Context: an optimization exercise on an open-source flow, tuned for small area and a short achievable clock period. The choices shown serve that exercise and are no tape-out recipe. Where RTL was checked, it was by simulation tests only, not by an equivalence proof against the original. The RTL of runs 1 to 3 was laid out without a check of its function. Power figures rest on the tool's default switching activity, not on a simulated workload.

[flow/run.sh]
#!/bin/bash
# synth_recipe.tcl (not shown) runs the flow's synth.tcl, then flattens the netlist and writes it again
# the make line also repeats each setting of config.mk as NAME=value (left out here)
make -C /OpenROAD-flow-scripts/flow DESIGN_CONFIG=/design/flow/config.mk WORK_HOME=/design/flow/orfs CLKGATE_MAP_FILE= SYNTH_SCRIPT=/design/flow/synth_recipe.tcl finish
[flow/constraint.sdc]
create_clock -name core_clock -period 22.0 [get_ports {clk}]
set_input_delay 4.4000 -clock core_clock [delete_from_list [all_inputs] [get_ports {clk}]]
set_output_delay 4.4000 -clock core_clock [all_outputs]
set_load 0.01 [all_outputs]
[flow/design.v]
module cpu( clk, rst_n, hlt, pc, imem_data, dmem_addr, dmem_wdata, dmem_we, dmem_rdata);
    input clk, rst_n;
    output hlt;
    output [15:0] pc;
    input [15:0] imem_data;
    output [15:0] dmem_addr, dmem_wdata;
    output dmem_we;
    input [15:0] dmem_rdata;
    wire [15:0] inst = imem_data;
    wire [3:0] op = inst[15:12];
    wire rst = ~rst_n;
    wire op_add  = (op == 4'h0);
    wire op_sub  = (op == 4'h1);
    wire op_xor  = (op == 4'h2);
    wire op_red  = (op == 4'h3);
    wire op_sll  = (op == 4'h4);
    wire op_sra  = (op == 4'h5);
    wire op_ror  = (op == 4'h6);
    wire op_padd = (op == 4'h7);
    wire op_lw   = (op == 4'h8);
    wire op_sw   = (op == 4'h9);
    wire op_llb  = (op == 4'hA);
    wire op_lhb  = (op == 4'hB);
    wire op_b    = (op == 4'hC);
    wire op_br   = (op == 4'hD);
    wire op_pcs  = (op == 4'hE);
    wire op_hlt  = (op == 4'hF);
    wire op_mem  = op_lw | op_sw;
    wire op_sh   = op_sll | op_sra | op_ror;
    reg [15:0] pc_r;
    reg [2:0] flags_r;    
    reg [255:0] rf;
    wire m2 = op_sw | op_llb | op_lhb;
    wire [15:0] rs, rtr;
    wire [15:0] sel1, sel2;
    genvar d;
    generate for (d = 0; d < 16; d = d + 1) begin : dec
        assign sel1[d] = (inst[7:4] == d);
        assign sel2[d] = m2 ? (inst[11:8] == d) : (inst[3:0] == d);
    end endgenerate
    rdport RP1 (.rf(rf), .sel(sel1), .q(rs));
    rdport RP2 (.rf(rf), .sel(sel2), .q(rtr));
    wire [15:0] rd;
    wire [2:0] flags;
    alu ALU0 (.inst(inst), .rs(rs), .rtr(rtr), .flags_r(flags_r), .rd(rd), .flags(flags));
    wire [15:0] ci, cb;
    wire [14:0] pn, pb;
    assign ci[0] = 1'b1;
    assign cb[0] = 1'b1;
    genvar g;
    generate for (g = 0; g < 15; g = g + 1) begin : pcadd
        wire bb = inst[g < 9 ? g : 8];
        assign pn[g] = pc_r[g+1] ^ ci[g];
        assign ci[g+1] = pc_r[g+1] & ci[g];
        assign pb[g] = pc_r[g+1] ^ bb ^ cb[g];
        assign cb[g+1] = (pc_r[g+1] & bb) | (pc_r[g+1] & cb[g]) | (bb & cb[g]);
    end endgenerate
    wire [15:0] pc_next = {pn, pc_r[0]};
    wire [15:0] pc_br = {pb, pc_r[0]};
    wire fN = flags_r[2], fV = flags_r[1], fZ = flags_r[0];
    reg cond;
    always @(*) begin
        case (inst[11:9])
            3'b000: cond = ~fZ;
            3'b001: cond = fZ;
            3'b010: cond = ~fZ & ~fN;
            3'b011: cond = fN;
            3'b100: cond = fZ | ~fN;
            3'b101: cond = fN | fZ;
            3'b110: cond = fV;
            default: cond = 1'b1;
        endcase
    end
    wire [15:0] pc_new = (op_b & cond) ? pc_br :
                         (op_br & cond) ? rs :
                         op_hlt ? pc_r : pc_next;
    wire rf_we = ~(op_sw | op_b | op_br | op_hlt);
    wire [15:0] wdata = op_lw ? dmem_rdata :
                        op_llb ? {rtr[15:8], inst[7:0]} :
                        op_lhb ? {inst[7:0], rtr[7:0]} :
                        op_pcs ? pc_next : rd;
    integer k;
    always @(posedge clk) begin
        pc_r <= rst ? 16'h0000 : pc_new;
        flags_r <= rst ? 3'b000 : flags;
        for (k = 0; k < 16; k = k + 1)
            if (rst | (rf_we && inst[11:8] == k))
                rf[16*k +: 16] <= wdata & {16{rst_n}};
    end
    assign pc = pc_r;
    assign hlt = op_hlt;
    assign dmem_addr = rd;
    assign dmem_wdata = rtr;
    assign dmem_we = op_sw & rst_n;
endmodule
module rdport(rf, sel, q);
    input [255:0] rf;
    input [15:0] sel;
    output reg [15:0] q;
    integer i;
    always @(*) begin
        q = 16'h0000;
        for (i = 0; i < 16; i = i + 1)
            q = q | (rf[16*i +: 16] & {16{sel[i]}});
    end
endmodule
module alu(inst, rs, rtr, flags_r, rd, flags);
    input [15:0] inst, rs, rtr;
    input [2:0] flags_r;
    output reg [15:0] rd;
    output reg [2:0] flags;
    wire [3:0] op = inst[15:12];
    wire op_add  = (op == 4'h0);
    wire op_sub  = (op == 4'h1);
    wire op_xor  = (op == 4'h2);
    wire op_red  = (op == 4'h3);
    wire op_sll  = (op == 4'h4);
    wire op_sra  = (op == 4'h5);
    wire op_ror  = (op == 4'h6);
    wire op_padd = (op == 4'h7);
    wire op_lw   = (op == 4'h8);
    wire op_sw   = (op == 4'h9);
    wire op_mem  = op_lw | op_sw;
    wire op_sh   = op_sll | op_sra | op_ror;
    wire sub = op_sub;
    wire [15:0] A = op_mem ? {rs[15:1], 1'b0} : rs;
    wire [15:0] Bsrc = op_mem ? {{11{inst[3]}}, inst[3:0], 1'b0} : rtr;
    wire [15:0] B = sub ? ~Bsrc : Bsrc;
    wire k4  = ~op_padd;
    wire k8  = ~(op_padd | op_red);
    wire k12 = ~op_padd;
    wire [18:0] xa = {A[15:12], k12, A[11:8], k8, A[7:4], k4, A[3:0]};
    wire [18:0] xb = {B[15:12], 1'b0, B[11:8], 1'b0, B[7:4], 1'b0, B[3:0]};
    wire [19:0] xs = xa + xb + {18'b0, sub};
    wire [15:0] S = {xs[18:15], xs[13:10], xs[8:5], xs[3:0]};
    wire ovf = (A[15] == B[15]) & (S[15] != A[15]);
    wire [15:0] addsat = ovf ? (A[15] ? 16'h0100 : 16'h7FFF) : S;
    wire ov0 = (A[3] == B[3]) & (S[3] != A[3]);
    wire ov1 = (A[7] == B[7]) & (S[7] != A[7]);
    wire [15:0] padd;
    assign padd[3:0]   = ov0 ? (A[3] ? 4'h1 : 4'h7) : S[3:0];
    assign padd[7:4]   = ov1 ? (A[7] ? 4'h1 : 4'h7) : S[7:4];
    assign padd[11:8]  = (ov0 & ~(A[11] ^ B[11])) ? (A[11] ? 4'h1 : 4'h7) : S[11:8];
    assign padd[15:12] = (ov0 & ~(A[15] ^ B[15])) ? (A[15] ? 4'h1 : 4'h7) : S[15:12];
    wire c1 = xs[9];
    wire c2 = xs[19];
    wire [8:0] ab = {1'b0, S[7:0]} + {1'b0, S[15:8]};
    wire kk = ab[8];
    wire [4:0] T = {4'b0, kk} + (c1 ? 5'd15 : 5'd0) + (c2 ? 5'd15 : 5'd0);
    wire [15:0] red = {{4{T[4]}}, T[3:0], ab[7:0]};
    wire [3:0] n = inst[3:0];
    wire [3:0] r = op_sll ? (4'd0 - n) : n;
    wire [15:0] s1 = r[0] ? {rs[0],   rs[15:1]} : rs;
    wire [15:0] s2 = r[1] ? {s1[1:0], s1[15:2]} : s1;
    wire [15:0] s3 = r[2] ? {s2[3:0], s2[15:4]} : s2;
    wire [15:0] s4 = r[3] ? {s3[7:0], s3[15:8]} : s3;
    wire [15:0] lowm = ~(16'hFFFF << n);
    wire [15:0] him  = ~(16'hFFFF >> n);
    wire [15:0] kill = ({16{op_sll}} & lowm) | ({16{op_sra}} & him);
    wire [15:0] fill = {16{op_sra & rs[15]}} & him;
    wire [15:0] sh = (s4 & ~kill) | fill;
    always @(*) begin
        case (op)
            4'h0, 4'h1: rd = addsat;
            4'h2: rd = rs ^ rtr;
            4'h3: rd = red;
            4'h4, 4'h5, 4'h6: rd = sh;
            4'h7: rd = padd;
            4'h8, 4'h9: rd = S;
            4'hA, 4'hB: rd = rtr;
            default: rd = rs;
        endcase
    end
    always @(*) begin
        if (op_add | op_sub)
            flags = {~ovf & S[15], ovf, ~ovf & (S == 16'h0000)};
        else if (op_xor | op_sh)
            flags = {flags_r[2:1], flags_r[0] | (rd == 16'h0000)};
        else
            flags = flags_r;
    end
endmodule
[flow/config.mk]
export PLATFORM = sky130hd
export DESIGN_NAME = cpu
export DESIGN_NICKNAME = cpu
export VERILOG_FILES = /design/flow/design.v
export SDC_FILE = /design/flow/constraint.sdc
export NUM_CORES = 4
export LEC_CHECK = 0
export CAP_MARGIN = 0
export CORE_MARGIN = 2
export CORE_UTILIZATION = 65
export CTS_BUF_LIST = sky130_fd_sc_hd__clkbuf_8
export PLACE_DENSITY = 0.75
export SETUP_SLACK_MARGIN = 5
export SLEW_MARGIN = 0
export SYNTH_HIERARCHICAL = 1
==> results.sh, run 1 <==
export IMPL_worst_path_most_repeated_cell="nand2b_1"
export IMPL_fin_worst_skew_ns=0.0405
export IMPL_cp_max_fo=16
export IMPL_pre_cts_ws_ns=4.47
export IMPL_dp_final_hpwl_mm=49.8
export IMPL_first_pass_grt_wire_length_mm=108
export IMPL_initial_utilization=0.661
export IMPL_final_net_count=1889
export IMPL_timing_final_max_slew_violations=0
export IMPL_final_replace_weighted_congestion=1.05
export IMPL_rr_endpoint="rf[8]"
export IMPL_report_power_total_mw=1.93
export IMPL_worstSkewPairLatency_ns=0.59
export IMPL_antenna_violating_nets_post_route=0
export IMPL_die_height_um=172
export IMPL_worst_setup_path_class="in2out"
export IMPL_ff2ff_path_depth=30
export IMPL_async_sr_flop_fraction=0
export IMPL_rr_startpoint="rf[0]"
export IMPL_worstSetupPathDepth=30
export IMPL_drt_first_pass_iters=10
export IMPL_synth_cell_area_sq_mm=0.0184
export IMPL_total_negative_setup_slacks_ns=0
export IMPL_tightestPinTransition_ns=1.37
export IMPL_maxCapViolations=0
export IMPL_core_box_area_sq_mm=0.0279
export IMPL_port_buffer_count=83
export IMPL_worstHoldPathCells=2
export IMPL_max_freq_mhz=59.9
export IMPL_cts_num_sinks=275
export IMPL_vdd_ir_drop_max_mv=0.0871
export IMPL_rsz0062_at_grt="false"
export IMPL_placementRows=61
export IMPL_synth_net_count=1804
export IMPL_cts_root_to_sink_buffers=3
export IMPL_floorplan_die_area_sq_mm=0.0297
export IMPL_powerDensity_mw_per_mm2=92.8
export IMPL_initial_antenna_violation_count=5
export IMPL_count_of_final_setup_violators=0
export IMPL_final_hold_violation_count=0
export IMPL_final_min_clock_period_ns=16.70
export IMPL_min_path_type="reg2reg"
export IMPL_path_delay_family="compound AO/OA/AOI/OAI gates"
export IMPL_critPathCaptureType="primary output"
export IMPL_fp_dieW_um=172
export IMPL_grt_start_max_net_pins=55
export IMPL_grt_util_all_layers=0.499
export IMPL_critPathArrivalTime_ns=12.30
export IMPL_detail_route_drc_violations=0
export IMPL_post_place_cells=2104
export IMPL_finalWirelength_mm=74.0
export IMPL_cts_htree_levels=2
export IMPL_synth_warning_count=9
export IMPL_post_synth_cell_area_avg_sq_um=10.8
export IMPL_period_share=0.759
export IMPL_setup_slack_ns=5.30
export IMPL_post_drt_via_cell_ratio=8.06
export IMPL_first_global_vias=16627
export IMPL_synth_seq_cells=275
export IMPL_drt_wirelength_per_cell_um=33.5
export IMPL_tritoncts_clock_tree="yes"
export IMPL_critical_path_slowest_cell="dlygate4sd2_1"
export IMPL_worstSetupStartpoint="imem_data[5]"
export IMPL_register_to_register_path_setup_slack_ns=14.08
export IMPL_yosysUniqueCellTypes=102
export IMPL_total_leakage_power_nw=7.81
export IMPL_hold_buffers=0
export IMPL_status="finished clean"
export IMPL_clock_pin_slew_reported_for_the_worst_setup_and_hold_paths_after_clock_tree_synthesis_ns=0.06
export IMPL_layout_cells_non_filler=2209
export IMPL_drive_above_1_share=0.153
export IMPL_i_o_pin_cnt=84
export IMPL_numCtsBuffers=42
export IMPL_drt_initial_drc_count=3283
export IMPL_cts_root_buf="clkbuf_8"
export IMPL_timing_critical_path_buf_inv=3
export IMPL_num_vias=17807
export IMPL_critical_path_required_ns=17.60
export IMPL_synth_edf_count=256
export IMPL_post_synth_inst_count=1713
export IMPL_dominantRegCellSynth="edfxtp_1"
export IMPL_max_slew_margin=0.0845
export IMPL_setup_worst_path_start_class="input port"
export IMPL_crit_path_end="dmem_addr[8]"
export IMPL_critical_path_max_stage_delay_ns=0.72
export IMPL_layout_area_overhead_vs_synth_pct=12.8
export IMPL_globalRouteOverflowTotal=0
export IMPL_synth_sequential_area_ratio=0.438
power breakdown:
part	leakage, nW	switching (mW)	internal, mW
Clock	0.442	0.211	0.185
Combinational	4.58	0.509	0.295
Sequential	2.79	0.0523	0.677
Yosys stat by module (local to each module, per instance):
module	times used	cells inside	flops+latches
cpu	1	658	275
rdport	2	176	0
alu	1	703	0
worst min path at each step:
stage,startpoint,endpoint,slack (ns)
5_1_grt,flags_r[1],flags_r[1],0.58
4_1_cts,flags_r[1],flags_r[1],0.55
3_3_place_gp,flags_r[1],flags_r[1],0.54
3_5_place_dp,flags_r[1],flags_r[1],0.54
6_report,flags_r[1],flags_r[1],0.56
2_1_floorplan,flags_r[1],flags_r[1],0.52
final cells by class:
class                   count  area, sq um
multi-input cells        1237         9530
flip-flops and latches    275         8070
fillers                  1886         7070
repair buffers            210         1840
clock buffers              43          592
well taps                 378          473
clock inverters            32          156
inverters                  32          120
diodes                      2         5.00
cells in the final DEF, fill, tap and decap left out, drive strengths merged, types with 25 or more instances in the layout:
cell,count
inv,49
buf,127
a22o,142
nand2,70
clkdlybuf4s50,75
nand4,50
mux2i,53
a211oi,25
clkbuf,46
a221oi,138
nor2,116
o21ai,101
edfxtp,256
nand3,38
xnor2,31
a21oi,102
ha,40
worst min-delay path: stages (launching register included):
cell and delay, ns:
dfxtp_1 0.32, a21o_1 0.10, and2_1 0.11
through the flow:
| stage | cell area, sq um | hold slack [ns] | utilization |
|---|---|---|---|
| 2_1_floorplan | 18400 | 0.522 | - |
| 3_3_place_gp | 19700 | 0.539 | 0.706 |
| 3_5_place_dp | 19700 | 0.538 | 0.706 |
| 4_1_cts | 20500 | 0.554 | 0.736 |
| 5_1_grt | 20800 | 0.581 | 0.746 |
| 6_report | 20800 | 0.557 | 0.746 |
layer usage:
| metal | vias up | GRT usage | share of wire |
|---|---|---|---|
| met5 | - | 0 | 0.00062 |
| met4 | 6 | 0.365 | 0.097 |
| met3 | 563 | 0.179 | 0.15 |
| met2 | 1934 | 0.739 | 0.43 |
| met1 | 8189 | 0.601 | 0.32 |
| li1 | 7115 | - | - |
timing repair:
| item | in CTS | in global routing |
|---|---|---|
| gates cloned | 0 | 1 |
| pin swaps | 6 | 14 |
| endpoints found under the setup margin | 8 | 9 |
| buffers inserted | 8 | 19 |
| resized for setup | 7 | 30 |
registers in the layout, summed over array words and instances, names as in the netlist:
register,flops
flags_r,3
pc_r,16
rf,256
synth_stat cells, drive strengths merged, types with 21 or more instances:
library cell,number,area share
clkbuf,103,0.021
nand4,50,0.017
mux2i,53,0.029
a221oi,138,0.067
inv,31,0.0063
a22o,142,0.068
nand2,70,0.014
nand3,38,0.010
xnor2,31,0.015
nor3,21,0.0057
buf,66,0.030
nand2b,21,0.0071
a211oi,25,0.010
ha,40,0.027
a21oi,102,0.029
o21ai,101,0.028
nor2,116,0.024
edfxtp,256,0.42
cells by family (layout without fill, tap and decap cells):
family	after synthesis	count (layout)	synth area share
DFF	275	275	0.438
and+or+nand+nor	404	404	0.114
adders and majority gates	59	59	0.0467
AOI/OAI and AO/OA	653	653	0.269
buffers and inverters	201	317	0.0572
xor gates and xnor gates	39	39	0.0197
other	0	2	0
muxes	82	82	0.0551
==> inputs of run 2 (changes only) <==
==> flow/config.mk (replaced) <==
export PLATFORM = sky130hd
export DESIGN_NAME = cpu
export DESIGN_NICKNAME = cpu
export VERILOG_FILES = /design/flow/design.v
export SDC_FILE = /design/flow/constraint.sdc
export NUM_CORES = 4
export LEC_CHECK = 0
export CAP_MARGIN = 50
export CORE_MARGIN = 2
export CORE_UTILIZATION = 40
export PLACE_DENSITY = 0.6
export SETUP_SLACK_MARGIN = 5
export SLEW_MARGIN = 70
export SYNTH_HIERARCHICAL = 1
==> results.sh, run 2 <==
export IMPL_port_buffer_count=83
export IMPL_cts_num_sinks=275
export IMPL_synth_sequential_area_ratio=0.438
export IMPL_synthDominantAreaCellType="edfxtp_1"
export IMPL_rr_startpoint="rf[82]"
export IMPL_finalWirelength_mm=76.7
export IMPL_antenna_violating_nets_post_route=0
export IMPL_clock_pin_slew_reported_for_the_worst_setup_and_hold_paths_after_clock_tree_synthesis_ns=0.07
export IMPL_timing_final_max_slew_violations=0
export IMPL_synth_warning_count=9
export IMPL_drive_above_1_share=0.230
export IMPL_rsz0062_at_grt="false"
export IMPL_worstSkewPairLatency_ns=0.56
export IMPL_cts_htree_levels=1
export IMPL_worstHoldPathCells=2
export IMPL_initial_utilization=0.406
export IMPL_final_replace_weighted_congestion=0.991
export IMPL_worstSetupStartpoint="imem_data[2]"
export IMPL_cts_root_buf="clkbuf_16"
export IMPL_final_min_clock_period_ns=16.70
export IMPL_critPathArrivalTime_ns=12.30
export IMPL_max_slew_margin=0.675
export IMPL_total_leakage_power_nw=8.40
export IMPL_cp_max_fo=40
export IMPL_register_to_register_path_setup_slack_ns=14.30
export IMPL_critical_path_max_stage_delay_ns=0.53
export IMPL_drt_first_pass_iters=5
export IMPL_numCtsBuffers=27
export IMPL_cts_root_to_sink_buffers=3
export IMPL_layout_area_overhead_vs_synth_pct=22.6
export IMPL_gr_peak_layer="met2"
export IMPL_count_of_final_setup_violators=0
export IMPL_largest_reg_flops=256
export IMPL_holdCritStartpoint="flags_r[1]"
export IMPL_grt_start_max_net_pins=42
export IMPL_fin_worst_hold_slack_ns=0.582
export IMPL_num_vias=16995
export IMPL_worst_setup_path_class="in2out"
export IMPL_netlist_top_cells_area="edfxtp_1, a22o_1, a221oi_1"
export IMPL_postLayoutCellArea_sq_mm=0.0226
export IMPL_tightestPinTransition_ns=0.488
export IMPL_drt_wirelength_per_cell_um=30.7
export IMPL_floorplan_die_area_sq_mm=0.0478
export IMPL_post_synth_cell_area_avg_sq_um=10.8
export IMPL_total_area_of_multi_input_combinational_cells_sq_mm=0.0103
export IMPL_total_negative_setup_slacks_ns=0
export IMPL_fin_worst_skew_ns=0.0195
export IMPL_placementRows=78
export IMPL_most_common_layout_cells="edfxtp_1, a22o_1, buf_4"
export IMPL_drt_initial_drc_count=2107
export IMPL_synth_net_count=1804
export IMPL_nFillCells=4090
export IMPL_groute_layer_met1_usage=0.422
export IMPL_maxCapViolations=0
export IMPL_critical_path_slowest_cell="or4_1"
export IMPL_core_box_area_sq_mm=0.0454
export IMPL_async_sr_flop_fraction=0
export IMPL_i_o_pin_cnt=84
export IMPL_yosys_area_top_type_share=0.417
export IMPL_max_freq_mhz=59.9
export IMPL_synth_edf_count=256
export IMPL_first_global_vias=15882
export IMPL_synth_cell_area_sq_mm=0.0184
export IMPL_tritoncts_clock_tree="yes"
export IMPL_initial_antenna_violation_count=3
export IMPL_final_hold_violation_count=0
export IMPL_layout_commonest_cell="edfxtp_1"
export IMPL_path_delay_family="simple AND/OR/NAND/NOR gates"
export IMPL_ff2ff_path_depth=32
export IMPL_first_pass_grt_wire_length_mm=110
export IMPL_globalRouteOverflowTotal=0
export IMPL_detail_route_drc_violations=0
export IMPL_die_height_um=219
export IMPL_timing_critical_path_buf_inv=7
export IMPL_whs_endpoint="flags_r[1]"
export IMPL_min_path_type="reg2reg"
export IMPL_synth_seq_cells=275
export IMPL_post_drt_via_cell_ratio=6.81
export IMPL_groute_layer_met2_usage=0.509
export IMPL_final_seq_area_sq_mm=0.00807
export IMPL_post_synth_most_frequent_cells="edfxtp_1, a22o_1, a221oi_1, nor2_1, clkbuf_1"
export IMPL_period_share=0.759
export IMPL_global_route_usage_met3=0.0540
export IMPL_hold_buffers=0
export IMPL_final_net_count=1965
export IMPL_top_register="rf"
export IMPL_critPathCaptureType="primary output"
export IMPL_vdd_ir_drop_max_mv=0.0844
export IMPL_dominantRegCellSynth="edfxtp_1"
export IMPL_status="finished clean"
export IMPL_yosysUniqueCellTypes=102
export IMPL_critical_path_required_ns=17.60
export IMPL_placed_cell_area_sq_mm=0.0212
export IMPL_powerDensity_mw_per_mm2=91.9
export IMPL_post_synth_top_count_cell="edfxtp_1"
export IMPL_dp_final_hpwl_mm=57.4
export IMPL_regs_by_ff_count="rf x256, pc_r x16, flags_r x3"
export IMPL_fp_dieW_um=219
export IMPL_rr_endpoint="rf[120]"
export IMPL_post_synth_inst_count=1713
export IMPL_setup_worst_path_start_class="input port"
export IMPL_grt_util_all_layers=0.314
==> run 2: how the worst max path moves through the flow <==
stage | endpoint | slack (ns) | cells after the start
2_1_floorplan | dmem_addr[13] | 6.67 | 35
3_3_place_gp | dmem_addr[14] | 3.94 | 38
3_5_place_dp | dmem_addr[13] | 4.05 | 38
4_1_cts | dmem_addr[15] | 5.01 | 40
5_1_grt | dmem_addr[9] | 4.98 | 35
6_report | dmem_addr[9] | 5.30 | 34
==> run 2: per-stage QoR <==
step	worst slack (ns)	power, mW	instances	util
after floorplan	6.67	1.17	1713	-
after global placement	3.94	1.49	2298	0.437
after detailed placement	4.05	1.55	2420	0.467
after CTS	5.01	2.03	2474	0.489
after global routing	4.98	2.14	2493	0.497
final	5.30	2.07	2495	0.497
==> run 2: worst reg2reg max path, delay by kind of cell, from the launching register on <==
kind                     cells  cell delay, ns
XOR/XNOR                     1            0.11
multiplexers                 1            0.34
buffers and inverters        4            0.85
flip-flops                   1            0.39
AND/OR/NAND/NOR              6            1.27
AO/OA/AOI/OAI               16            3.08
adder cells (fa/ha/maj)      4            1.41
==> run 2: metal layers <==
metal  vias to the layer above  wire [um]
li1                       7252          -
met1                      8466      30300
met2                      1089      35300
met3                       188       7840
met4                         0       3210
met5                         -          0
==> run 2: power breakdown <==
| part | switching (mW) | total (mW) | internal [mW] |
|---|---|---|---|
| Clock | 0.200 | 0.474 | 0.273 |
| Combinational | 0.544 | 0.879 | 0.335 |
| Sequential | 0.0463 | 0.722 | 0.676 |
==> run 2: what timing repair did <==
item	in CTS	in global routing
gates cloned	0	1
endpoints found under the hold margin	0	0
pin swaps	5	6
buffers inserted	6	6
gates resized for setup	14	28
endpoints found under the setup margin	11	9
==> run 2: cells by family (layout without fill, tap and decap cells) <==
group	after synthesis	after routing	share of synthesized area
xor+xnor	39	39	0.0197
flops	275	275	0.438
fa+ha+maj	59	59	0.0467
compound gates	653	653	0.269
mux	82	82	0.0551
other cells	0	2	0
simple gates	404	404	0.114
buf+inv	201	381	0.0572
==> run 2: modules after synthesis, one instance, submodules excluded <==
module  cell area, sq um  cells
alu                 4740    703
cpu                10700    658
rdport              1480    176
==> run 2: layout make-up <==
| class | instances | share of cell area |
|---|---|---|
| Tap cell | 600 | 0.0333 |
| Inverter | 32 | 0.00538 |
| Multi-Input combinational cell | 1237 | 0.458 |
| Clock inverter | 15 | 0.00831 |
| Antenna cell | 2 | 0.000222 |
| Sequential cell | 275 | 0.357 |
| Clock buffer | 33 | 0.0309 |
| Timing Repair Buffer | 301 | 0.107 |
==> inputs of run 3 (changes only) <==
--- a/flow/design.v
+++ b/flow/design.v
@@ -127,26 +127,26 @@
     wire [15:0] Bsrc = op_mem ? {{11{inst[3]}}, inst[3:0], 1'b0} : rtr;
     wire [15:0] B = sub ? ~Bsrc : Bsrc;
-    wire k4  = ~op_padd;
-    wire k8  = ~(op_padd | op_red);
-    wire k12 = ~op_padd;
-    wire [18:0] xa = {A[15:12], k12, A[11:8], k8, A[7:4], k4, A[3:0]};
-    wire [18:0] xb = {B[15:12], 1'b0, B[11:8], 1'b0, B[7:4], 1'b0, B[3:0]};
-    wire [19:0] xs = xa + xb + {18'b0, sub};
-    wire [15:0] S = {xs[18:15], xs[13:10], xs[8:5], xs[3:0]};
+    wire [15:0] S = A + B + {15'b0, sub};
     wire ovf = (A[15] == B[15]) & (S[15] != A[15]);
     wire [15:0] addsat = ovf ? (A[15] ? 16'h0100 : 16'h7FFF) : S;
-    wire ov0 = (A[3] == B[3]) & (S[3] != A[3]);
-    wire ov1 = (A[7] == B[7]) & (S[7] != A[7]);
+    wire [3:0] n0 = rs[3:0] + rtr[3:0];
+    wire [3:0] n1 = rs[7:4] + rtr[7:4];
+    wire [3:0] n2 = rs[11:8] + rtr[11:8];
+    wire [3:0] n3 = rs[15:12] + rtr[15:12];
+    wire ov0 = (rs[3] == rtr[3]) & (n0[3] != rs[3]);
+    wire ov1 = (rs[7] == rtr[7]) & (n1[3] != rs[7]);
     wire [15:0] padd;
-    assign padd[3:0]   = ov0 ? (A[3] ? 4'h1 : 4'h7) : S[3:0];
-    assign padd[7:4]   = ov1 ? (A[7] ? 4'h1 : 4'h7) : S[7:4];
-    assign padd[11:8]  = (ov0 & ~(A[11] ^ B[11])) ? (A[11] ? 4'h1 : 4'h7) : S[11:8];
-    assign padd[15:12] = (ov0 & ~(A[15] ^ B[15])) ? (A[15] ? 4'h1 : 4'h7) : S[15:12];
-    wire c1 = xs[9];
-    wire c2 = xs[19];
-    wire [8:0] ab = {1'b0, S[7:0]} + {1'b0, S[15:8]};
-    wire kk = ab[8];
+    assign padd[3:0]   = ov0 ? (rs[3] ? 4'h1 : 4'h7) : n0;
+    assign padd[7:4]   = ov1 ? (rs[7] ? 4'h1 : 4'h7) : n1;
+    assign padd[11:8]  = (ov0 & ~(rs[11] ^ rtr[11])) ? (rs[11] ? 4'h1 : 4'h7) : n2;
+    assign padd[15:12] = (ov0 & ~(rs[15] ^ rtr[15])) ? (rs[15] ? 4'h1 : 4'h7) : n3;
+    wire [9:0] X = {2'b0, rs[7:0]} + {2'b0, rtr[7:0]} + {2'b0, rs[15:8]} + {2'b0, rtr[15:8]};
+    wire [8:0] lo9 = {1'b0, rs[7:0]} + {1'b0, rtr[7:0]};
+    wire [8:0] hi9 = {1'b0, rs[15:8]} + {1'b0, rtr[15:8]};
+    wire c1 = lo9[8];
+    wire c2 = hi9[8];
+    wire kk = X[8] ^ c1 ^ c2;
     wire [4:0] T = {4'b0, kk} + (c1 ? 5'd15 : 5'd0) + (c2 ? 5'd15 : 5'd0);
-    wire [15:0] red = {{4{T[4]}}, T[3:0], ab[7:0]};
+    wire [15:0] red = {{4{T[4]}}, T[3:0], X[7:0]};
     wire [3:0] n = inst[3:0];
     wire [3:0] r = op_sll ? (4'd0 - n) : n;
--- a/flow/config.mk
+++ b/flow/config.mk
@@ -6,9 +6,9 @@
 export NUM_CORES = 4
 export LEC_CHECK = 0
-export CAP_MARGIN = 50
+export CAP_MARGIN = 20
 export CORE_MARGIN = 2
 export CORE_UTILIZATION = 40
 export PLACE_DENSITY = 0.6
 export SETUP_SLACK_MARGIN = 5
-export SLEW_MARGIN = 70
+export SLEW_MARGIN = 20
 export SYNTH_HIERARCHICAL = 1
==> results.sh, run 3 <==
export IMPL_status="finished clean"
export IMPL_nFillCells=4433
export IMPL_setup_worst_path_start_class="input port"
export IMPL_i_o_pin_cnt=84
export IMPL_cts_htree_levels=1
export IMPL_total_area_of_multi_input_combinational_cells_sq_mm=0.0103
export IMPL_rr_endpoint="rf[183]"
export IMPL_synth_edf_count=256
export IMPL_layout_commonest_cell="edfxtp_1"
export IMPL_floorplan_die_area_sq_mm=0.0501
export IMPL_worst_setup_path_class="in2out"
export IMPL_cts_root_to_sink_buffers=3
export IMPL_port_buffer_count=83
export IMPL_grt_util_all_layers=0.319
export IMPL_fin_worst_skew_ns=0.0193
export IMPL_drive_above_1_share=0.134
export IMPL_final_replace_weighted_congestion=1.00
export IMPL_critPathArrivalTime_ns=12.02
export IMPL_drt_wirelength_per_cell_um=32.3
export IMPL_critical_path_required_ns=17.60
export IMPL_globalRouteOverflowTotal=0
export IMPL_first_global_vias=16759
export IMPL_synth_seq_cells=275
export IMPL_synthDominantAreaCellType="edfxtp_1"
export IMPL_async_sr_flop_fraction=0
export IMPL_regs_by_ff_count="rf x256, pc_r x16, flags_r x3"
export IMPL_max_freq_mhz=60.9
export IMPL_drt_first_pass_iters=6
export IMPL_largest_reg_flops=256
export IMPL_antenna_cells=0
export IMPL_finalWirelength_mm=80.9
export IMPL_layout_area_overhead_vs_synth_pct=13.1
export IMPL_netlist_top_cells_area="edfxtp_1, a22o_1, a221oi_1"
export IMPL_cts_post_setup_buffers_inserted=0
export IMPL_cp_max_fo=32
export IMPL_synth_sequential_area_ratio=0.418
export IMPL_placementRows=80
export IMPL_drt_initial_drc_count=2463
export IMPL_synth_net_count=1951
export IMPL_final_hold_violation_count=0
export IMPL_die_height_um=224
export IMPL_core_box_area_sq_mm=0.0477
export IMPL_maxCapViolations=0
export IMPL_post_synth_inst_count=1827
export IMPL_fp_dieW_um=224
export IMPL_most_common_layout_cells="edfxtp_1, a22o_1, a221oi_1"
export IMPL_final_min_clock_period_ns=16.42
export IMPL_initial_antenna_violation_count=1
export IMPL_total_negative_setup_slacks_ns=0
export IMPL_detail_route_drc_violations=0
export IMPL_total_leakage_power_nw=8.04
export IMPL_post_drt_via_cell_ratio=6.95
export IMPL_clock_pin_slew_reported_for_the_worst_setup_and_hold_paths_after_clock_tree_synthesis_ns=0.06
export IMPL_synth_warning_count=9
export IMPL_rr_startpoint="rf[17]"
export IMPL_worstHoldPathCells=2
export IMPL_rsz0062_at_grt="false"
export IMPL_whs_endpoint="flags_r[1]"
export IMPL_tightestPinTransition_ns=0.947
export IMPL_cts_num_sinks=275
export IMPL_register_to_register_path_setup_slack_ns=14.56
export IMPL_synth_cell_area_sq_mm=0.0193
export IMPL_post_cts_resize_count=0
export IMPL_ff2ff_path_depth=21
export IMPL_post_synth_most_frequent_cells="edfxtp_1, a22o_1, a221oi_1, a21oi_1, nor2_1"
export IMPL_final_seq_area_sq_mm=0.00807
export IMPL_tritoncts_clock_tree="yes"
export IMPL_grt_start_max_net_pins=55
export IMPL_holdCritStartpoint="flags_r[1]"
export IMPL_numCtsBuffers=27
export IMPL_timing_final_max_slew_violations=0
export IMPL_post_synth_cell_area_avg_sq_um=10.6
export IMPL_yosys_area_top_type_share=0.398
export IMPL_dp_final_hpwl_mm=56.7
export IMPL_post_synth_top_count_cell="edfxtp_1"
export IMPL_final_net_count=1996
export IMPL_top_register="rf"
export IMPL_vdd_ir_drop_max_mv=0.0829
export IMPL_first_pass_grt_wire_length_mm=118
export IMPL_powerDensity_mw_per_mm2=90.5
export IMPL_min_path_type="reg2reg"
export IMPL_count_of_final_setup_violators=0
export IMPL_hold_buffers=0
export IMPL_critPathCaptureType="primary output"
export IMPL_num_vias=17425
export IMPL_pre_cts_ws_ns=5.74
export IMPL_worstSkewPairLatency_ns=0.57
export IMPL_antenna_violating_nets_post_route=0
export IMPL_max_slew_margin=0.352
export IMPL_dominantRegCellSynth="edfxtp_1"
export IMPL_period_share=0.746
export IMPL_yosysUniqueCellTypes=98
export IMPL_setup_slack_ns=5.58
export IMPL_cts_root_buf="clkbuf_16"
export IMPL_initial_utilization=0.405
## run 3: cell types whose count changed after synthesis, moves of 6 or more
cell	change
ha_1	+16
a32oi_1	+7
inv_1	+34
o2111ai_1	+6
o221ai_1	+6
buf_1	+7
nand4_1	-9
a21oi_1	+22
nor3_1	+22
clkbuf_1	-9
nand3_1	-6
nand2_1	+10
fa_1	+17
nor2_1	-7
## run 3: power by group
group | internal [mW] | total, mW | switching [mW]
Sequential | 0.663 | 0.700 | 0.0376
Clock | 0.254 | 0.467 | 0.214
Combinational | 0.288 | 0.810 | 0.523
## run 3: worst max-delay path: stages
cell             delay (ns)
clkdlybuf4s50_1        0.45
buf_4                  0.37
nor2b_1                0.31
o21ai_2                0.10
buf_4                  0.27
nand3_1                0.14
o41ai_2                0.08
buf_4                  0.25
a22o_1                 0.23
a221oi_1               0.29
nand4_1                0.69
a21oi_1                0.39
xnor2_1                0.09
ha_1                   0.43
nand2_1                0.15
nor4_1                 0.51
or3b_2                 0.50
a2bb2oi_2              0.19
nor3_1                 0.65
nor3_1                 0.17
a31oi_1                0.64
clkdlybuf4s50_1        0.67
## run 3: layer usage
layer	track usage	vias to the layer above	routed length, um
met2	0.513	1072	37100
li1	-	7423	-
met5	0	-	0
met1	0.421	8742	31700
met3	0.0605	188	8180
met4	0.138	0	3880
## run 3: worst max path at each step
stage          slack (ns)       endpoint  cells after the start           from
2_1_floorplan        8.35   dmem_addr[9]                     21  imem_data[14]
3_3_place_gp         5.84  dmem_addr[10]                     22  imem_data[15]
3_5_place_dp         5.74  dmem_addr[10]                     22  imem_data[15]
4_1_cts              5.73  dmem_addr[10]                     22  imem_data[15]
5_1_grt              5.16  dmem_addr[10]                     22  imem_data[15]
6_report             5.58  dmem_addr[11]                     22  imem_data[15]
## run 3: final cells by class
type                       instances  area share
tap                              615      0.0352
clock inverter                    20     0.00899
clock buffer                      30      0.0314
sequential                       275       0.369
timing repair buffer             183      0.0712
inverter                          65      0.0112
multi-input combinational       1320       0.473
## run 3: logic make-up after synthesis
family	synth area share
compound gates	0.270
xor+xnor	0.0172
fa+ha+maj	0.0715
buf+inv	0.0604
flops	0.418
mux	0.0528
simple gates	0.110
## run 3: metrics by stage
step	cells	hold slack, ns	instance area (sq um)	total power, mW	utilization
6_report	2508	0.587	21900	1.98	0.458
4_1_cts	2508	0.585	21800	1.96	0.457
5_1_grt	2508	0.610	21900	2.06	0.458
3_5_place_dp	2458	0.569	21000	1.49	0.439
2_1_floorplan	1827	0.523	19300	1.18	-
3_3_place_gp	2457	0.553	20900	1.48	0.438
## run 3: Yosys stat by module, one instance, submodules excluded
module	cell area, sq um	copies in the design	flops+latches
rdport	1480	2	0
cpu	10700	1	275
alu	5640	1	0
==> inputs of run 4 (changes only) <==
--- a/flow/design.v
+++ b/flow/design.v
@@ -127,5 +127,9 @@
     wire [15:0] Bsrc = op_mem ? {{11{inst[3]}}, inst[3:0], 1'b0} : rtr;
     wire [15:0] B = sub ? ~Bsrc : Bsrc;
-    wire [15:0] S = A + B + {15'b0, sub};
+    wire k8 = ~op_red;
+    wire [16:0] xa = {A[15:8], k8, A[7:0]};
+    wire [16:0] xb = {B[15:8], 1'b0, B[7:0]};
+    wire [17:0] xs = xa + xb + {16'b0, sub};
+    wire [15:0] S = {xs[16:9], xs[7:0]};
     wire ovf = (A[15] == B[15]) & (S[15] != A[15]);
     wire [15:0] addsat = ovf ? (A[15] ? 16'h0100 : 16'h7FFF) : S;
@@ -141,12 +145,10 @@
     assign padd[11:8]  = (ov0 & ~(rs[11] ^ rtr[11])) ? (rs[11] ? 4'h1 : 4'h7) : n2;
     assign padd[15:12] = (ov0 & ~(rs[15] ^ rtr[15])) ? (rs[15] ? 4'h1 : 4'h7) : n3;
-    wire [9:0] X = {2'b0, rs[7:0]} + {2'b0, rtr[7:0]} + {2'b0, rs[15:8]} + {2'b0, rtr[15:8]};
-    wire [8:0] lo9 = {1'b0, rs[7:0]} + {1'b0, rtr[7:0]};
-    wire [8:0] hi9 = {1'b0, rs[15:8]} + {1'b0, rtr[15:8]};
-    wire c1 = lo9[8];
-    wire c2 = hi9[8];
-    wire kk = X[8] ^ c1 ^ c2;
+    wire c1 = xs[8];
+    wire c2 = xs[17];
+    wire [8:0] ab = {1'b0, S[7:0]} + {1'b0, S[15:8]};
+    wire kk = ab[8];
     wire [4:0] T = {4'b0, kk} + (c1 ? 5'd15 : 5'd0) + (c2 ? 5'd15 : 5'd0);
-    wire [15:0] red = {{4{T[4]}}, T[3:0], X[7:0]};
+    wire [15:0] red = {{4{T[4]}}, T[3:0], ab[7:0]};
     wire [3:0] n = inst[3:0];
     wire [3:0] r = op_sll ? (4'd0 - n) : n;
==> results.sh, run 4 <==
export IMPL_status="finished clean"
export IMPL_hold_buffers=0
export IMPL_rsz0062_at_grt="false"
export IMPL_num_vias=16957
export IMPL_drt_initial_drc_count=2575
export IMPL_numCtsBuffers=27
export IMPL_timing_final_max_slew_violations=0
export IMPL_total_negative_setup_slacks_ns=0
export IMPL_netlist_top_cells_area="edfxtp_1, a22o_1, a221oi_1"
export IMPL_top_register="rf"
export IMPL_maxCapViolations=0
export IMPL_critical_path_slowest_cell="clkdlybuf4s50_1"
export IMPL_max_freq_mhz=60.3
export IMPL_antenna_violating_nets_post_route=0
export IMPL_path_delay_family="compound AO/OA/AOI/OAI gates"
export IMPL_total_area_of_multi_input_combinational_cells_sq_mm=0.00999
export IMPL_i_o_pin_cnt=84
export IMPL_antenna_cells=0
export IMPL_cts_htree_levels=1
export IMPL_worstSkewPairLatency_ns=0.57
export IMPL_post_place_cells=2356
export IMPL_initial_utilization=0.404
export IMPL_synth_seq_cells=275
export IMPL_synth_edf_count=256
export IMPL_regs_by_ff_count="rf x256, pc_r x16, flags_r x3"
export IMPL_largest_reg_flops=256
export IMPL_placementRows=79
export IMPL_final_hold_violation_count=0
export IMPL_post_synth_inst_count=1763
export IMPL_dp_final_hpwl_mm=53.1
export IMPL_powerDensity_mw_per_mm2=91.9
export IMPL_setup_worst_path_start_class="input port"
export IMPL_count_of_final_setup_violators=0
export IMPL_most_common_layout_cells="edfxtp_1, a22o_1, a221oi_1"
export IMPL_min_path_type="reg2reg"
export IMPL_cts_root_to_sink_buffers=3
export IMPL_die_height_um=221
export IMPL_critical_path_max_stage_delay_ns=0.73
export IMPL_post_synth_top_count_cell="edfxtp_1"
export IMPL_tightestPinTransition_ns=1.17
export IMPL_first_global_vias=15465
export IMPL_fp_dieW_um=221
export IMPL_period_share=0.754
export IMPL_cp_max_fo=16
export IMPL_clock_pin_slew_reported_for_the_worst_setup_and_hold_paths_after_clock_tree_synthesis_ns=0.07
export IMPL_synth_net_count=1871
export IMPL_final_net_count=1919
export IMPL_post_drt_via_cell_ratio=6.96
export IMPL_yosys_area_top_type_share=0.409
export IMPL_layout_commonest_cell="edfxtp_1"
export IMPL_detail_route_drc_violations=0
export IMPL_fin_worst_skew_ns=0.0143
export IMPL_layout_area_overhead_vs_synth_pct=14.6
export IMPL_synth_sequential_area_ratio=0.429
export IMPL_final_core_utilization=0.463
export IMPL_final_min_clock_period_ns=16.58
export IMPL_async_sr_flop_fraction=0
export IMPL_total_leakage_power_nw=7.89
export IMPL_layout_cells_non_filler=2438
export IMPL_drt_wirelength_per_cell_um=31.9
export IMPL_cts_num_sinks=275
export IMPL_grt_util_all_layers=0.313
export IMPL_drive_above_1_share=0.147
export IMPL_setup_slack_ns=5.42
export IMPL_critPathCaptureType="primary output"
export IMPL_critPathArrivalTime_ns=12.18
export IMPL_tritoncts_clock_tree="yes"
export IMPL_globalRouteOverflowTotal=0
export IMPL_initial_antenna_violation_count=1
export IMPL_vdd_ir_drop_max_mv=0.0726
export IMPL_max_slew_margin=0.223
export IMPL_final_seq_area_sq_mm=0.00807
export IMPL_core_box_area_sq_mm=0.0465
export IMPL_dominantRegCellSynth="edfxtp_1"
export IMPL_synth_cell_area_sq_mm=0.0188
export IMPL_nFillCells=4299
export IMPL_finalWirelength_mm=77.8
export IMPL_grt_start_max_net_pins=55
export IMPL_drt_first_pass_iters=6
export IMPL_port_buffer_count=83
export IMPL_post_synth_most_frequent_cells="edfxtp_1, a22o_1, a221oi_1, a21oi_1, nor2_1"
export IMPL_pre_cts_ws_ns=4.37
export IMPL_first_pass_grt_wire_length_mm=110
export IMPL_timing_critical_path_buf_inv=5
export IMPL_floorplan_die_area_sq_mm=0.0487
export IMPL_final_replace_weighted_congestion=1.04
export IMPL_critical_path_required_ns=17.60
export IMPL_synth_warning_count=9
export IMPL_post_synth_cell_area_avg_sq_um=10.7
export IMPL_synthDominantAreaCellType="edfxtp_1"
export IMPL_worst_setup_path_class="in2out"
export IMPL_cts_root_buf="clkbuf_16"
export IMPL_yosysUniqueCellTypes=94
[run 4: stage by stage]
step	total power, mW	hold WS, ns	cell area (sq um)
floorplan	1.16	0.523	18800
global placement	1.45	0.552	20200
detailed placement	1.46	0.565	20200
CTS	1.94	0.582	21200
global route	2.04	0.618	21500
finish	1.98	0.584	21500
[run 4: timing repair]
action,4_1_cts,5_1_grt
endpoints found under the setup margin,8,9
resized for setup,3,20
buffers inserted,17,15
gates cloned,0,1
pin swaps,11,9
[run 4: report_power, final]
group          switching [mW]  leakage, nW  internal, mW
Sequential             0.0391         2.79         0.666
Combinational           0.512         4.68         0.291
Clock                   0.206        0.421         0.262
Total                   0.758         7.89          1.22
[run 4: final cells by class]
cell class | count | share of cell area
Clock buffer | 32 | 0.0323
Clock inverter | 17 | 0.00837
Timing Repair Buffer | 192 | 0.0777
Sequential cell | 275 | 0.375
Tap cell | 607 | 0.0353
Inverter | 41 | 0.00715
Multi-Input combinational cell | 1274 | 0.464
[run 4: per-module statistics from Yosys, one instance, submodules excluded]
module,area (sq um),flip-flops and latches
rdport,1480,0
cpu,10700,275
alu,5100,0
[run 4: worst register-to-register path, delay by kind of cell (launching register included)]
kind	cells	cell delay (ns)
adder cells (fa/ha/maj)	4	1.31
AND/OR/NAND/NOR	5	0.71
flip-flops	1	0.41
AO/OA/AOI/OAI	16	4.17
buffers and inverters	3	0.33
multiplexers	1	0.22
XOR/XNOR	2	0.35
[run 4: final timing paths]
check / from / endpoint / slack, ns / cells after the start
hold / removal: flags_r[1] / flags_r[1] / 0.58 / 2
setup reg to reg: rf[82] / rf[13] / 14.12 / 31
hold reg to reg: flags_r[1] / flags_r[1] / 0.58 / 2
setup / recovery: imem_data[11] / dmem_addr[8] / 5.42 / 31
[run 4: logic make-up after synthesis]
logic type,Yosys count,synth area share
AOI/OAI and AO/OA,680,0.273
and+or+nand+nor,397,0.110
DFF,275,0.429
buffers and inverters,214,0.0593
muxes,82,0.0518
adders and majority gates,74,0.0577
xor gates and xnor gates,41,0.0191
[run 4: routing by layer]
metal | share of wire | global-route usage
met1 | 0.39 | 0.416
met2 | 0.44 | 0.486
met3 | 0.11 | 0.0713
met4 | 0.050 | 0.140
met5 | 0 | 0
==> inputs of run 5 (changes only) <==
--- a/flow/config.mk
+++ b/flow/config.mk
@@ -9,4 +9,6 @@
 export CORE_MARGIN = 2
 export CORE_UTILIZATION = 40
+export CTS_CLUSTER_DIAMETER = 100
+export CTS_CLUSTER_SIZE = 30
 export PLACE_DENSITY = 0.6
 export SETUP_SLACK_MARGIN = 5
==> results.sh, run 5 <==
export IMPL_total_negative_setup_slacks_ns=0
export IMPL_critPathCaptureType="primary output"
export IMPL_post_drt_via_cell_ratio=7.02
export IMPL_critical_path_required_ns=17.60
export IMPL_die_height_um=221
export IMPL_critical_path_max_stage_delay_ns=0.72
export IMPL_dp_final_hpwl_mm=53.1
export IMPL_status="finished clean"
export IMPL_clock_pin_slew_reported_for_the_worst_setup_and_hold_paths_after_clock_tree_synthesis_ns=0.11
export IMPL_globalRouteOverflowTotal=0
export IMPL_finalWirelength_mm=77.4
export IMPL_numCtsBuffers=13
export IMPL_async_sr_flop_fraction=0
export IMPL_count_of_final_setup_violators=0
export IMPL_dominantRegCellSynth="edfxtp_1"
export IMPL_synthMuxAreaShare=0.0518
export IMPL_layout_cells_non_filler=2411
export IMPL_rsz0062_at_grt="false"
export IMPL_post_place_cells=2356
export IMPL_cts_root_to_sink_buffers=3
export IMPL_worst_setup_path_class="in2out"
export IMPL_cp_max_fo=16
export IMPL_global_route_usage_met3=0.0645
export IMPL_synth_area_in_compound_gates=0.273
export IMPL_final_min_clock_period_ns=16.58
export IMPL_i_o_pin_cnt=84
export IMPL_synth_warning_count=9
export IMPL_synth_simple_gate_area_share=0.110
export IMPL_largest_reg_flops=256
export IMPL_cts_htree_levels=1
export IMPL_drt_first_pass_iters=6
export IMPL_powerDensity_mw_per_mm2=85.0
export IMPL_layout_commonest_cell="edfxtp_1"
export IMPL_synth_top_family_by_area="compound AO/OA/AOI/OAI gates"
export IMPL_total_leakage_power_nw=7.67
export IMPL_synth_xor_area_frac=0.0191
export IMPL_min_path_type="reg2reg"
export IMPL_post_synth_cell_area_avg_sq_um=10.7
export IMPL_critPathArrivalTime_ns=12.18
export IMPL_critical_path_slowest_cell="clkdlybuf4s50_1"
export IMPL_first_global_vias=15319
export IMPL_top_register="rf"
export IMPL_antenna_violating_nets_post_route=0
export IMPL_tritoncts_clock_tree="yes"
export IMPL_drt_wirelength_per_cell_um=32.1
export IMPL_post_synth_top_count_cell="edfxtp_1"
export IMPL_max_freq_mhz=60.3
export IMPL_post_synthesis_adder_cell_area_fraction=0.0577
export IMPL_layout_area_overhead_vs_synth_pct=12.0
export IMPL_hold_buffers=0
export IMPL_tightestPinTransition_ns=1.15
export IMPL_num_vias=16914
export IMPL_floorplan_die_area_sq_mm=0.0487
export IMPL_final_replace_weighted_congestion=1.04
export IMPL_yosysUniqueCellTypes=94
export IMPL_port_buffer_count=83
export IMPL_initial_antenna_violation_count=3
export IMPL_gr_peak_layer="met2"
export IMPL_period_share=0.753
export IMPL_drive_above_1_share=0.139
export IMPL_placementRows=79
export IMPL_initial_utilization=0.404
export IMPL_synth_cell_area_sq_mm=0.0188
export IMPL_detail_route_drc_violations=0
export IMPL_final_hold_violation_count=0
export IMPL_synth_net_count=1871
export IMPL_fin_worst_skew_ns=0.0220
export IMPL_timing_final_max_slew_violations=0
export IMPL_yosys_area_top_type_share=0.409
export IMPL_fp_dieW_um=221
export IMPL_post_synth_inst_count=1763
export IMPL_grt_util_all_layers=0.310
export IMPL_regs_by_ff_count="rf x256, pc_r x16, flags_r x3"
export IMPL_final_net_count=1909
export IMPL_post_synth_most_frequent_cells="edfxtp_1, a22o_1, a221oi_1, a21oi_1, nor2_1"
export IMPL_synthDominantAreaCellType="edfxtp_1"
export IMPL_max_slew_margin=0.230
export IMPL_setup_worst_path_start_class="input port"
export IMPL_first_pass_grt_wire_length_mm=109
export IMPL_drt_initial_drc_count=2589
export IMPL_synth_sequential_area_ratio=0.429
export IMPL_cts_root_buf="clkbuf_16"
export IMPL_synth_seq_cells=275
export IMPL_groute_layer_met2_usage=0.480
export IMPL_most_common_layout_cells="edfxtp_1, a22o_1, a221oi_1"
export IMPL_maxCapViolations=0
export IMPL_netlist_top_cells_area="edfxtp_1, a22o_1, a221oi_1"
export IMPL_groute_layer_met1_usage=0.417
export IMPL_worstSkewPairLatency_ns=0.52
export IMPL_cts_num_sinks=275
export IMPL_grt_start_max_net_pins=55
export IMPL_vdd_ir_drop_max_mv=0.0671
export IMPL_synth_edf_count=256
export IMPL_core_box_area_sq_mm=0.0465
run 5: timing repair:
item                                    4_1_cts  5_1_grt
endpoints found under the setup margin        8        9
pin swaps                                    10       10
gates resized for setup                       3       20
buffers inserted                             15       18
cloned                                        0        1
run 5: worst max-delay path, delay by kind of cell:
kind	cells	cell delay, ns
AO/OA/AOI/OAI	14	3.05
AND/OR/NAND/NOR	6	1.24
adder cells (fa/ha/maj)	4	1.40
buffers and inverters	5	1.76
XOR/XNOR	2	0.30
run 5: stage by stage:
stage	hold WS [ns]	setup slack (ns)	cell area [sq um]	utilization	power, mW
floorplan	0.523	7.02	18800	-	1.16
global placement	0.552	4.38	20200	0.434	1.45
detailed placement	0.565	4.37	20200	0.435	1.46
CTS	0.594	5.00	20700	0.446	1.75
global route	0.630	5.02	21000	0.453	1.85
finish	0.597	5.42	21000	0.453	1.79
run 5: final cells by class:
type / instances / area (sq um)
diodes: 1 / 2.50
clock buffers: 14 / 329
clock inverters: 3 / 37.5
fillers: 4339 / 25400
inverters: 41 / 154
multi-input cells: 1274 / 9980
flip-flops and latches: 275 / 8070
well taps: 607 / 759
repair buffers: 196 / 1710
run 5: path summary, 6_finish.rpt:
check | start | slack [ns] | depth (start not counted) | end
hold reg to reg | flags_r[1] | 0.60 | 2 | flags_r[1]
setup reg to reg | rf[82] | 14.03 | 31 | rf[173]
setup / recovery | imem_data[11] | 5.42 | 31 | dmem_addr[8]
hold / removal | flags_r[1] | 0.60 | 2 | flags_r[1]
run 5: modules after synthesis (local to each module, per instance):
module  cells  flops+latches  copies in the design  cell area (sq um)
alu       753              0                     1               5100
cpu       658            275                     1              10700
rdport    176              0                     2               1480
run 5: layer usage:
layer	vias to the layer above	wire, um
met2	1185	34600
met1	8391	30300
li1	7139	-
met3	197	8770
met5	-	8
met4	2	3780
run 5: cells by family (layout without fill, tap and decap cells):
group                    count (synthesis)  after routing
adder cells (fa/ha/maj)                 74             74
AND/OR/NAND/NOR                        397            397
other                                    0              1
XOR/XNOR                                41             41
AO/OA/AOI/OAI                          680            680
multiplexers                            82             82
flip-flops                             275            275
buffers and inverters                  214            254
run 5: power by group:
| group | internal, mW | switching [mW] | leakage (nW) | total, mW |
|---|---|---|---|---|
| logic | 0.293 | 0.512 | 4.70 | 0.805 |
| registers | 0.665 | 0.0390 | 2.79 | 0.704 |
| clock network | 0.113 | 0.168 | 0.180 | 0.281 |
| total | 1.07 | 0.719 | 7.67 | 1.79 |
==> inputs of run 6 (changes only) <==
--- a/flow/config.mk
+++ b/flow/config.mk
@@ -9,6 +9,6 @@
 export CORE_MARGIN = 2
 export CORE_UTILIZATION = 40
-export CTS_CLUSTER_DIAMETER = 100
-export CTS_CLUSTER_SIZE = 30
+export CTS_CLUSTER_DIAMETER = 80
+export CTS_CLUSTER_SIZE = 22
 export PLACE_DENSITY = 0.6
 export SETUP_SLACK_MARGIN = 5
==> results.sh, run 6 <==
export IMPL_post_drt_via_cell_ratio=6.95
export IMPL_report_power_total_mw=1.83
export IMPL_post_place_cells=2356
export IMPL_whs_endpoint="flags_r[1]"
export IMPL_critical_path_slowest_cell="clkdlybuf4s50_1"
export IMPL_critical_path_max_stage_delay_ns=0.73
export IMPL_max_freq_mhz=60.3
export IMPL_holdCritStartpoint="flags_r[1]"
export IMPL_cts_num_sinks=275
export IMPL_die_height_um=221
export IMPL_rr_startpoint="rf[83]"
export IMPL_async_sr_flop_fraction=0
export IMPL_fin_worst_hold_slack_ns=0.589
export IMPL_max_slew_margin=0.242
export IMPL_port_buffer_count=83
export IMPL_layout_commonest_cell="edfxtp_1"
export IMPL_cp_max_fo=16
export IMPL_drive_above_1_share=0.140
export IMPL_numCtsBuffers=17
export IMPL_worstSkewPairLatency_ns=0.51
export IMPL_first_global_vias=15351
export IMPL_tightestPinTransition_ns=1.14
export IMPL_synth_edf_count=256
export IMPL_tritoncts_clock_tree="yes"
export IMPL_synth_seq_cells=275
export IMPL_final_net_count=1909
export IMPL_i_o_pin_cnt=84
export IMPL_placed_cell_area_sq_mm=0.0202
export IMPL_core_box_area_sq_mm=0.0465
export IMPL_post_synth_inst_count=1763
export IMPL_synth_warning_count=9
export IMPL_min_path_type="reg2reg"
export IMPL_drt_initial_drc_count=2561
export IMPL_pre_cts_ws_ns=4.37
export IMPL_detail_route_drc_violations=0
export IMPL_top_register="rf"
export IMPL_postLayoutCellArea_sq_mm=0.0211
export IMPL_critical_path_required_ns=17.60
export IMPL_num_vias=16759
export IMPL_register_to_register_path_setup_slack_ns=14.08
export IMPL_yosys_area_top_type_share=0.409
export IMPL_antenna_violating_nets_post_route=0
export IMPL_antenna_cells=0
export IMPL_period_share=0.754
export IMPL_grt_start_max_net_pins=55
export IMPL_powerDensity_mw_per_mm2=86.5
export IMPL_ff2ff_path_depth=31
export IMPL_drt_first_pass_iters=6
export IMPL_final_core_utilization=0.455
export IMPL_finalWirelength_mm=76.9
export IMPL_final_min_clock_period_ns=16.59
export IMPL_largest_reg_flops=256
export IMPL_timing_final_max_slew_violations=0
export IMPL_placementRows=79
export IMPL_layout_area_overhead_vs_synth_pct=12.5
export IMPL_first_pass_grt_wire_length_mm=109
export IMPL_final_hold_violation_count=0
export IMPL_hold_buffers=0
export IMPL_post_synth_top_count_cell="edfxtp_1"
export IMPL_floorplan_die_area_sq_mm=0.0487
export IMPL_vdd_ir_drop_max_mv=0.0785
export IMPL_cts_htree_levels=1
export IMPL_rr_endpoint="rf[157]"
export IMPL_grt_util_all_layers=0.310
export IMPL_count_of_final_setup_violators=0
export IMPL_status="finished clean"
export IMPL_worst_setup_path_class="in2out"
export IMPL_fp_dieW_um=221
export IMPL_worstHoldPathCells=2
export IMPL_fin_worst_skew_ns=0.0269
export IMPL_netlist_top_cells_area="edfxtp_1, a22o_1, a221oi_1"
export IMPL_dominantRegCellSynth="edfxtp_1"
export IMPL_post_synth_most_frequent_cells="edfxtp_1, a22o_1, a221oi_1, a21oi_1, nor2_1"
export IMPL_final_replace_weighted_congestion=1.04
export IMPL_most_common_layout_cells="edfxtp_1, a22o_1, a221oi_1"
export IMPL_setup_slack_ns=5.41
export IMPL_cts_root_buf="clkbuf_16"
export IMPL_synth_sequential_area_ratio=0.429
export IMPL_maxCapViolations=0
export IMPL_total_negative_setup_slacks_ns=0
export IMPL_setup_worst_path_start_class="input port"
export IMPL_cts_root_to_sink_buffers=3
export IMPL_rsz0062_at_grt="false"
export IMPL_initial_utilization=0.404
export IMPL_synthDominantAreaCellType="edfxtp_1"
export IMPL_globalRouteOverflowTotal=0
export IMPL_drt_wirelength_per_cell_um=31.9
export IMPL_total_leakage_power_nw=7.71
export IMPL_clock_pin_slew_reported_for_the_worst_setup_and_hold_paths_after_clock_tree_synthesis_ns=0.08
export IMPL_yosysUniqueCellTypes=94
export IMPL_dp_final_hpwl_mm=53.1
export IMPL_synth_cell_area_sq_mm=0.0188
export IMPL_critPathCaptureType="primary output"
export IMPL_regs_by_ff_count="rf x256, pc_r x16, flags_r x3"
export IMPL_initial_antenna_violation_count=1
export IMPL_synth_net_count=1871
export IMPL_critPathArrivalTime_ns=12.19
export IMPL_post_synth_cell_area_avg_sq_um=10.7
export IMPL_layout_cells_non_filler=2412
-- run 6: cell counts after synthesis --
Identical to the previous run, type by type.
-- run 6: per-module statistics from Yosys, one instance, submodules excluded --
module	cell area, sq um	cells	copies in the design
alu	5100	753	1
cpu	10700	658	1
rdport	1480	176	2
-- run 6: cell type report --
class / count / area, sq um
Sequential cell: 275 / 8070
Clock inverter: 2 / 36.3
Clock buffer: 21 / 450
Fill cell: 4323 / 25300
Timing Repair Buffer: 192 / 1670
Multi-Input combinational cell: 1274 / 9990
Tap cell: 607 / 759
Inverter: 41 / 154
-- run 6: critical path: cells and delay by family --
family | cells | cell delay, ns
AOI/OAI and AO/OA | 14 | 3.03
xor gates and xnor gates | 2 | 0.31
adders and majority gates | 4 | 1.41
buffers and inverters | 5 | 1.77
and+or+nand+nor | 6 | 1.24
-- run 6: cell families (layout without fill, tap and decap cells) --
group | count (synthesis) | count (layout) | synth area share
AOI/OAI and AO/OA | 680 | 680 | 0.273
and+or+nand+nor | 397 | 397 | 0.110
DFF | 275 | 275 | 0.429
buffers and inverters | 214 | 256 | 0.0593
muxes | 82 | 82 | 0.0518
adders and majority gates | 74 | 74 | 0.0577
xor gates and xnor gates | 41 | 41 | 0.0191
-- run 6: how the worst max path moves through the flow --
stage                              from       endpoint
after floorplan           imem_data[14]   dmem_addr[8]
after global placement    imem_data[15]  dmem_addr[15]
after detailed placement  imem_data[15]  dmem_addr[15]
after CTS                  imem_data[7]  dmem_addr[15]
after global routing      imem_data[11]   dmem_addr[8]
final                     imem_data[11]   dmem_addr[8]
-- run 6: routing by layer --
metal  vias up  global-route usage  wire length [um]
li1       7135                   -                 -
met4         0               0.144              4530
met5         -                   0                 0
met2      1122               0.480             33900
met1      8268               0.415             30100
met3       234              0.0658              8460
-- run 6: repair_timing --
item	CTS	global route
gates cloned	0	1
endpoints found under the setup margin	8	9
setup buffers	17	15
resized for setup	3	20
pin swaps	11	9
-- run 6: power by group --
part	switching, mW	internal [mW]
Combinational	0.510	0.291
Sequential	0.0385	0.665
Clock	0.175	0.148
==> inputs of run 7 (changes only) <==
--- a/flow/config.mk
+++ b/flow/config.mk
@@ -8,8 +8,8 @@
 export CAP_MARGIN = 20
 export CORE_MARGIN = 2
-export CORE_UTILIZATION = 40
+export CORE_UTILIZATION = 55
 export CTS_CLUSTER_DIAMETER = 80
 export CTS_CLUSTER_SIZE = 22
-export PLACE_DENSITY = 0.6
+export PLACE_DENSITY = 0.7
 export SETUP_SLACK_MARGIN = 5
 export SLEW_MARGIN = 20
==> results.sh, run 7 <==
export IMPL_worstSetupStartpoint="imem_data[14]"
export IMPL_port_buffer_count=83
export IMPL_detail_route_drc_violations=0
export IMPL_first_pass_grt_wire_length_mm=104
export IMPL_synth_cell_area_sq_mm=0.0188
export IMPL_critical_path_required_ns=17.60
export IMPL_synth_net_count=1871
export IMPL_post_synth_most_frequent_cells="edfxtp_1, a22o_1, a221oi_1, a21oi_1, nor2_1"
export IMPL_cts_num_sinks=275
export IMPL_powerDensity_mw_per_mm2=85.7
export IMPL_rsz0062_at_grt="false"
export IMPL_final_min_clock_period_ns=16.76
export IMPL_period_share=0.762
export IMPL_post_drt_via_cell_ratio=7.44
export IMPL_die_height_um=189
export IMPL_pre_cts_ws_ns=4.43
export IMPL_synth_sequential_area_ratio=0.429
export IMPL_tritoncts_clock_tree="yes"
export IMPL_yosys_area_top_type_share=0.409
export IMPL_post_synth_inst_count=1763
export IMPL_cp_max_fo=37
export IMPL_grt_util_all_layers=0.394
export IMPL_synthDominantAreaCellType="edfxtp_1"
export IMPL_drt_first_pass_iters=6
export IMPL_critPathCaptureType="primary output"
export IMPL_layout_commonest_cell="edfxtp_1"
export IMPL_layout_area_overhead_vs_synth_pct=11.0
export IMPL_hold_buffers=0
export IMPL_synth_seq_cells=275
export IMPL_cts_root_buf="clkbuf_16"
export IMPL_synth_warning_count=9
export IMPL_setup_worst_path_start_class="input port"
export IMPL_clock_pin_slew_reported_for_the_worst_setup_and_hold_paths_after_clock_tree_synthesis_ns=0.09
export IMPL_async_sr_flop_fraction=0
export IMPL_post_synth_cell_area_avg_sq_um=10.7
export IMPL_tightestPinTransition_ns=1.16
export IMPL_dominantRegCellSynth="edfxtp_1"
export IMPL_rr_startpoint="rf[90]"
export IMPL_regs_by_ff_count="rf x256, pc_r x16, flags_r x3"
export IMPL_placementRows=67
export IMPL_count_of_final_setup_violators=0
export IMPL_num_vias=16755
export IMPL_vdd_ir_drop_max_mv=0.0864
export IMPL_floorplan_die_area_sq_mm=0.0356
export IMPL_total_leakage_power_nw=7.68
export IMPL_placed_cell_area_sq_mm=0.0201
export IMPL_holdCritStartpoint="pc_r[0]"
export IMPL_post_place_cells=2208
export IMPL_netlist_top_cells_area="edfxtp_1, a22o_1, a221oi_1"
export IMPL_setup_slack_ns=5.24
export IMPL_final_replace_weighted_congestion=1.01
export IMPL_min_path_type="reg2reg"
export IMPL_total_negative_setup_slacks_ns=0
export IMPL_fp_dieW_um=189
export IMPL_cts_root_to_sink_buffers=3
export IMPL_top_register="rf"
export IMPL_fin_worst_skew_ns=0.0218
export IMPL_cts_htree_levels=1
export IMPL_drt_initial_drc_count=2544
export IMPL_antenna_cells=0
export IMPL_drive_above_1_share=0.134
export IMPL_globalRouteOverflowTotal=0
export IMPL_initial_antenna_violation_count=0
export IMPL_status="finished clean"
export IMPL_worstSkewPairLatency_ns=0.51
export IMPL_synth_edf_count=256
export IMPL_final_hold_violation_count=0
export IMPL_max_freq_mhz=59.7
export IMPL_initial_utilization=0.559
export IMPL_critPathArrivalTime_ns=12.36
export IMPL_drt_wirelength_per_cell_um=31.9
export IMPL_most_common_layout_cells="edfxtp_1, a22o_1, a221oi_1"
export IMPL_post_synth_top_count_cell="edfxtp_1"
export IMPL_largest_reg_flops=256
export IMPL_grt_start_max_net_pins=55
export IMPL_max_slew_margin=0.222
export IMPL_numCtsBuffers=17
export IMPL_dp_final_hpwl_mm=50.2
export IMPL_i_o_pin_cnt=84
export IMPL_layout_cells_non_filler=2251
export IMPL_maxCapViolations=0
export IMPL_finalWirelength_mm=71.9
export IMPL_core_box_area_sq_mm=0.0336
export IMPL_final_net_count=1908
export IMPL_antenna_violating_nets_post_route=0
export IMPL_timing_final_max_slew_violations=0
export IMPL_worst_setup_path_class="in2out"
export IMPL_first_global_vias=15674
export IMPL_yosysUniqueCellTypes=94
export IMPL_postLayoutCellArea_sq_mm=0.0209
[run 7: metal layers]
layer / part of all wire / wire (um) / global-route usage / up-vias
li1: - / - / - / 7138
met1: 0.37 / 26800 / 0.505 / 8197
met2: 0.46 / 33200 / 0.642 / 1162
met3: 0.097 / 6990 / 0.0572 / 258
met4: 0.067 / 4810 / 0.222 / 0
met5: 0 / 0 / 0 / -
[run 7: final cells by class]
class | count | area, sq um
fillers | 2775 | 12800
multi-input cells | 1274 | 9920
flip-flops and latches | 275 | 8070
repair buffers | 191 | 1680
well taps | 448 | 561
clock buffers | 17 | 425
inverters | 41 | 154
clock inverters | 5 | 41.3
[run 7: critical path: stages]
cell and delay [ns]:
clkdlybuf4s50_1 0.46, buf_4 0.37, nor2b_2 0.11, o21ai_2 0.08, buf_6 0.30, o31ai_2 0.09
buf_4 0.22, a22o_1 0.23, a221oi_1 0.58, nand4_1 0.81, a21oi_1 0.39, xnor2_1 0.11
ha_1 0.37, inv_1 0.06, nor3_1 0.33, nand4_1 0.41, nand2_1 0.42, nor2_1 0.10
nor2_1 0.20, ha_1 0.29, a21o_1 0.20, fa_1 0.43, a21oi_1 0.13, nand4_1 0.12
a31o_1 0.21, o32a_1 0.37, clkdlybuf4s50_1 0.53
[run 7: cells by family (layout without fill, tap and decap cells)]
logic type | count (synthesis) | in the layout | share of synthesized area
buffers and inverters | 214 | 254 | 0.0593
XOR/XNOR | 41 | 41 | 0.0191
multiplexers | 82 | 82 | 0.0518
AND/OR/NAND/NOR | 397 | 397 | 0.110
adder cells (fa/ha/maj) | 74 | 74 | 0.0577
AO/OA/AOI/OAI | 680 | 680 | 0.273
flip-flops | 275 | 275 | 0.429
[run 7: worst paths after layout]
| kind | endpoint | slack [ns] | cells after the start |
|---|---|---|---|
| worst min register to register | pc_r[0] | 0.61 | 2 |
| worst max-delay path | dmem_addr[8] | 5.24 | 27 |
| worst max register to register | rf[170] | 14.18 | 25 |
| worst min-delay path | pc_r[0] | 0.61 | 2 |
[run 7: what timing repair did]
action	CTS	global route
gates resized for setup	9	14
cloned	0	1
buffers inserted	10	10
endpoints found under the setup margin	8	8
pin swaps	7	8
[run 7: Yosys stat by module (local to each module, per instance)]
module,flip-flops and latches,cells,times used
cpu,275,658,1
alu,0,753,1
rdport,0,176,2
[run 7: stage by stage]
step,util,hold slack [ns],total power [mW]
3_3_place_gp,0.596,0.576,1.43
2_1_floorplan,-,0.523,1.16
6_report,0.620,0.614,1.79
5_1_grt,0.620,0.637,1.86
4_1_cts,0.615,0.616,1.75
3_5_place_dp,0.597,0.601,1.44
[run 7: report_power, final]
part / switching [mW] / internal (mW) / leakage (nW) / total (mW)
clock: 0.168 / 0.143 / 0.230 / 0.311
sequential: 0.0388 / 0.665 / 2.79 / 0.703
combinational: 0.486 / 0.287 / 4.66 / 0.774
total: 0.693 / 1.09 / 7.68 / 1.79

Re-timed with assumed drivers on the ports (clkbuf_16 on the clock, buf_2 on other inputs), run 7 has 5.214 ns of setup slack against 5.238 ns with ideal ports, and 5.214 ns once port delays also move by the mid clock arrival of 0.551 ns.
